What follows belongs to an exercise in optimizing a design on an open flow for small area and a short achievable clock period; a production flow would make more cautious choices.

## T
Design multiplier, start of the top module:
module multiplier (a, b, prod, qnan, infinity, zero, normal, clk);
input [15:0] a, b;
input clk;
output [15:0] prod;
output qnan, infinity, zero, normal;
wire [12:0] bx = {1'b0, ~&b[14:10] & |b[14:10], b[9:0], 1'b0};
wire [5:0] c_bo, c_bt;
genvar gi;
generate for (gi = 0; gi < 6; gi = gi + 1) begin : rec
  assign c_bo[gi] = bx[2*gi+1] ^ bx[2*gi];
  assign c_bt[gi] = (bx[2*gi+2] & ~bx[2*gi+1] & ~bx[2*gi]) | (~bx[2*gi+2] & bx[2*gi+1] & bx[2*gi]);
end endgenerate
reg [10:0] sa;
reg [5:0] bo, bt;
reg [4:0] bn;
reg [4:0] ea, eb;
reg sgn1;
always @(posedge clk) begin
  sa <= {~&a[14:10] & |a[14:10], a[9:0]};
  bo <= c_bo;
  bt <= c_bt;
  bn <= {b[9], b[7], b[5], b[3], b[1]};
  ea <= a[14:10];
  eb <= b[14:10];
  sgn1 <= a[15] ^ b[15];
end
wire b_m0 = ~|{bo[4:0], bt[4:0]};
wire a_m0 = ~|sa[9:0];
wire a_e1 = &ea, b_e1 = &eb;
wire a_n = ~a_e1 & |ea, b_n = ~b_e1 & |eb;
wire a_inf = a_e1 & a_m0, b_inf = b_e1 & b_m0;
wire a_zero = ~a_n & ~a_e1 & a_m0, b_zero = ~b_n & ~b_e1 & b_m0;
wire c_qnan = (a_inf & b_zero) | (b_inf & a_zero);
wire c_zero = ~a_inf & ~b_inf & (a_zero | b_zero);
wire c_fin = ~a_e1 & ~b_e1 & ~a_zero & ~b_zero;
wire [5:0] esum = ea + eb;
wire [4:0] pe_nn = esum[4:0] + 5'd17;
wire [4:0] c_pe0 = (a_n & b_n) ? pe_nn : a_n ? ea : b_n ? eb : 5'd15;
wire [4:0] c_pe1 = c_pe0 + 5'd1;
wire c_f0 = c_fin & (~(a_n & b_n) | (esum <= 6'd45));
wire c_f1 = c_fin & ((a_n & b_n) ? (esum <= 6'd44) : a_n ? (ea != 5'd30) : b_n ? (eb != 5'd30) : 1'b1);
wire pp_0_0 = ~(bn[0] ^ ((bo[0] & sa[0])));
wire pp_0_1 = ~(bn[0] ^ ((bo[0] & sa[1]) | (bt[0] & sa[0])));
wire pp_0_2 = ~(bn[0] ^ ((bo[0] & sa[2]) | (bt[0] & sa[1])));
wire pp_0_3 = ~(bn[0] ^ ((bo[0] & sa[3]) | (bt[0] & sa[2])));
wire pp_0_4 = ~(bn[0] ^ ((bo[0] & sa[4]) | (bt[0] & sa[3])));
wire pp_0_5 = ~(bn[0] ^ ((bo[0] & sa[5]) | (bt[0] & sa[4])));
wire pp_0_6 = ~(bn[0] ^ ((bo[0] & sa[6]) | (bt[0] & sa[5])));
wire pp_0_7 = ~(bn[0] ^ ((bo[0] & sa[7]) | (bt[0] & sa[6])));
wire pp_0_8 = ~(bn[0] ^ ((bo[0] & sa[8]) | (bt[0] & sa[7])));
  ...
Settings: LEC_CHECK=0, CAP_MARGIN=20, CORE_MARGIN=2, CORE_UTILIZATION=62, CTS_BUF_LIST=sky130_fd_sc_hd__clkbuf_8, PLACE_DENSITY=0.75, SLEW_MARGIN=20, SYNTH_HIERARCHICAL=1; clock period 12.0 ns.
standard.sh (not shown) runs the stock make flow with config.mk's settings and CLKGATE_MAP_FILE= SYNTH_SCRIPT=/design/flow/synth_recipe.tcl, a recipe that flattens the netlist after the stock synthesis.
==> flow/flow/run.sh <==
#!/bin/bash
set -euo pipefail
cp standard.sh standard_copy.sh
sed "s|^make -C|make SETUP_SLACK_MARGIN=7.8 'CTS_ARGS=-sink_clustering_enable -repair_clock_nets -buf_list sky130_fd_sc_hd__clkbuf_8 -dont_use_dummy_load' -C|" standard.sh > tight.sh
grep -q "SETUP_SLACK_MARGIN=7.8 'CTS_ARGS=" tight.sh
bash tight.sh > make_flow.log 2>&1
[inputs] S vs T
--- a/flow/design.v
+++ b/flow/design.v
@@ -8,37 +8,38 @@
 genvar gi;
 generate for (gi = 0; gi < 6; gi = gi + 1) begin : rec
   assign c_bo[gi] = bx[2*gi+1] ^ bx[2*gi];
   assign c_bt[gi] = (bx[2*gi+2] & ~bx[2*gi+1] & ~bx[2*gi]) | (~bx[2*gi+2] & bx[2*gi+1] & bx[2*gi]);
 end endgenerate
 reg [10:0] sa;
 reg [5:0] bo, bt;
-reg [4:0] bn;
+reg [4:0] bn, bnn;
 reg [4:0] ea, eb;
 reg sgn1;
 always @(posedge clk) begin
   sa <= {~&a[14:10] & |a[14:10], a[9:0]};
   bo <= c_bo;
   bt <= c_bt;
   bn <= {b[9], b[7], b[5], b[3], b[1]};
+  bnn <= ~{b[9], b[7], b[5], b[3], b[1]};
   ea <= a[14:10];
   eb <= b[14:10];
   sgn1 <= a[15] ^ b[15];
 end
 wire b_m0 = ~|{bo[4:0], bt[4:0]};
 wire a_m0 = ~|sa[9:0];
 wire a_e1 = &ea, b_e1 = &eb;
 wire a_n = ~a_e1 & |ea, b_n = ~b_e1 & |eb;
 wire a_inf = a_e1 & a_m0, b_inf = b_e1 & b_m0;
 wire a_zero = ~a_n & ~a_e1 & a_m0, b_zero = ~b_n & ~b_e1 & b_m0;
 wire c_qnan = (a_inf & b_zero) | (b_inf & a_zero);
 wire c_zero = ~a_inf & ~b_inf & (a_zero | b_zero);
 wire c_fin = ~a_e1 & ~b_e1 & ~a_zero & ~b_zero;
 wire [5:0] esum = ea + eb;
-wire [4:0] pe_nn = esum[4:0] + 5'd17;
+wire [4:0] pe_nn = ea + eb + 5'd17;
 wire [4:0] c_pe0 = (a_n & b_n) ? pe_nn : a_n ? ea : b_n ? eb : 5'd15;
 wire [4:0] c_pe1 = c_pe0 + 5'd1;
 wire c_f0 = c_fin & (~(a_n & b_n) | (esum <= 6'd45));
 wire c_f1 = c_fin & ((a_n & b_n) ? (esum <= 6'd44) : a_n ? (ea != 5'd30) : b_n ? (eb != 5'd30) : 1'b1);
 wire pp_0_0 = ~(bn[0] ^ ((bo[0] & sa[0])));
 wire pp_0_1 = ~(bn[0] ^ ((bo[0] & sa[1]) | (bt[0] & sa[0])));
 wire pp_0_2 = ~(bn[0] ^ ((bo[0] & sa[2]) | (bt[0] & sa[1])));
@@ -107,15 +108,14 @@
 wire pp_5_5 = ~((bo[5] & sa[5]) | (bt[5] & sa[4]));
 wire pp_5_6 = ~((bo[5] & sa[6]) | (bt[5] & sa[5]));
 wire pp_5_7 = ~((bo[5] & sa[7]) | (bt[5] & sa[6]));
 wire pp_5_8 = ~((bo[5] & sa[8]) | (bt[5] & sa[7]));
 wire pp_5_9 = ~((bo[5] & sa[9]) | (bt[5] & sa[8]));
 wire pp_5_10 = ~((bo[5] & sa[10]) | (bt[5] & sa[9]));
 wire pp_5_11 = ~((bt[5] & sa[10]));
-wire [4:0] bnn = ~bn;
 wire s1, c2, s3, c4, s5, c6, s7, c8, s9, c10, s11, c12, s13, c14, s15, c16, s17, c18, s19, c20, s21, c22, s23, c24, s25, c26, s27, c28, s29, c30, s31, c32, s33, c34, s35, c36, s37, c38, s39, s40, c41, s42, c43, s44, c45, s46, c47, s48, c49, s50, c51, s52, c53, s54, c55, s56, c57, s58, c59, s60, c61, s62, c63, s64, c65, s66, c67, s68, c69, s70, s71, c72, s73, c74, s75, c76, s77, c78, s79, c80, s81, c82, s83, c84, s85, c86, s87, c88, s89, c90, s91, c92, s93, c94, s95, c96, s97, c98, s99, c100, s101, c102, s103, c104, s105, c106, s107, c108, s109;
 nhs us1 (.a(pp_0_6), .b(pp_1_4), .y(s1));
 nhc uc2 (.a(pp_0_6), .b(pp_1_4), .y(c2));
 nhs us3 (.a(pp_0_7), .b(pp_1_5), .y(s3));
 nhc uc4 (.a(pp_0_7), .b(pp_1_5), .y(c4));
 fa us5 (.y(pp_0_8), .x(pp_1_6), .cin(pp_2_4), .sum(s5), .cout(c6));
 nhs us7 (.a(pp_3_2), .b(pp_4_0), .y(s7));
@@ -342,35 +342,37 @@
 assign ncy[19] = G4_18;
 assign ncy[20] = G4_19;
 assign ncy[21] = G4_20;
 assign ncy[22] = G4_21;
 wire [21:0] raw = ~(cp ^ ncy[21:0]);
 reg [11:0] r2;
 reg hin2, sgn2, q2, z2, f02, f12;
-reg [4:0] e02, e12;
+reg [4:0] pe2;
 always @(posedge clk) begin
   r2 <= raw[21:10];
   hin2 <= ~raw[21];
   sgn2 <= sgn1;
   q2 <= c_qnan;
   z2 <= c_zero;
   f02 <= c_f0;
   f12 <= c_f1;
-  e02 <= c_f0 ? c_pe0 : {5{~c_zero}};
-  e12 <= c_f1 ? c_pe1 : {5{~c_zero}};
+  pe2 <= c_pe0;
 end
+wire [4:0] pe2i = pe2 + 5'd1;
+wire [4:0] e0 = f02 ? pe2 : {5{~z2}};
+wire [4:0] e1 = f12 ? pe2i : {5{~z2}};
 wire hi = r2[11];
 wire lo = hin2;
 wire fin = (hi & f12) | (lo & f02);
 assign qnan = q2;
 assign zero = z2;
 assign normal = fin;
 assign infinity = ~(q2 | z2 | fin);
 assign prod[15] = sgn2;
-assign prod[14:10] = ({5{hi}} & e12) | ({5{lo}} & e02);
+assign prod[14:10] = ({5{hi}} & e1) | ({5{lo}} & e0);
 assign prod[9:0] = ({10{hi & f12}} & r2[10:1]) | ({10{lo & f02}} & r2[9:0]) | {q2, 3'b000, q2, 1'b0, q2, 1'b0, q2, 1'b0};
 endmodule
 module nhs (a, b, y);
 input a, b;
 output y;
 assign y = ~(a ^ b);
 endmodule
Results
S falls short of T in shortest clock period the worst path allows after layout.
Taking T as the reference, in S non-clock buffer count has decreased, layout-stage area growth over the synthesis result shows a reduction of 1.7 points, worst setup slack decreased 0.039 ns.
Taking S over T, the half-perimeter wire length after detailed placement ratio works out to 1.13.
Global-route usage ended up 2.5 points higher on S than on T.
T → S: number of filler instances in the final layout rose 23, end-of-flow core utilization rose 0.35 points.
When the final numbers for T and S were put side by side, the worst clock skew turned out to be greater in T.
The routed length per instance in S sits 11% above the value recorded for T.
Summary: area inside the core boundary, S worse than T
Cmp S vs T: filler-free cell count of the finished design higher in S
[S] final layout net count rose about 1.6% relative to T
Wire: S routes more than T
Function was not checked in any run of this note: the RTL went through the layout flow alone.

static timing again, ports no longer ideal:
The flow's constraints put no driver on any port. The routed layouts listed below were extracted and timed again, unchanged, in two steps. Step 1 (the two cells are an assumption about what drives the block):
set clk [get_ports {clk}]
set_driving_cell -lib_cell sky130_fd_sc_hd__clkbuf_16 $clk
set_driving_cell -lib_cell sky130_fd_sc_hd__buf_2 [delete_from_list [all_inputs] $clk]
Step 2 moves the port delays by t, midway between the first and last clock arrival at a register: inputs arrive t later, outputs are due t later. That takes back most of the time a late clock gives input paths. Three values: ideal ports, drivers, drivers and shift; two values: the first two.
run | t, ns | slack for setup (ns) | slew at the worst register clock pin (ns)
T | 0.363 | 7.892 / 7.859 / 7.992 | 0.09 / 0.09
S | 0.358 | 7.853 / 7.823 / 7.865 | 0.08 / 0.08
After both steps setup and hold are still met in every run listed.
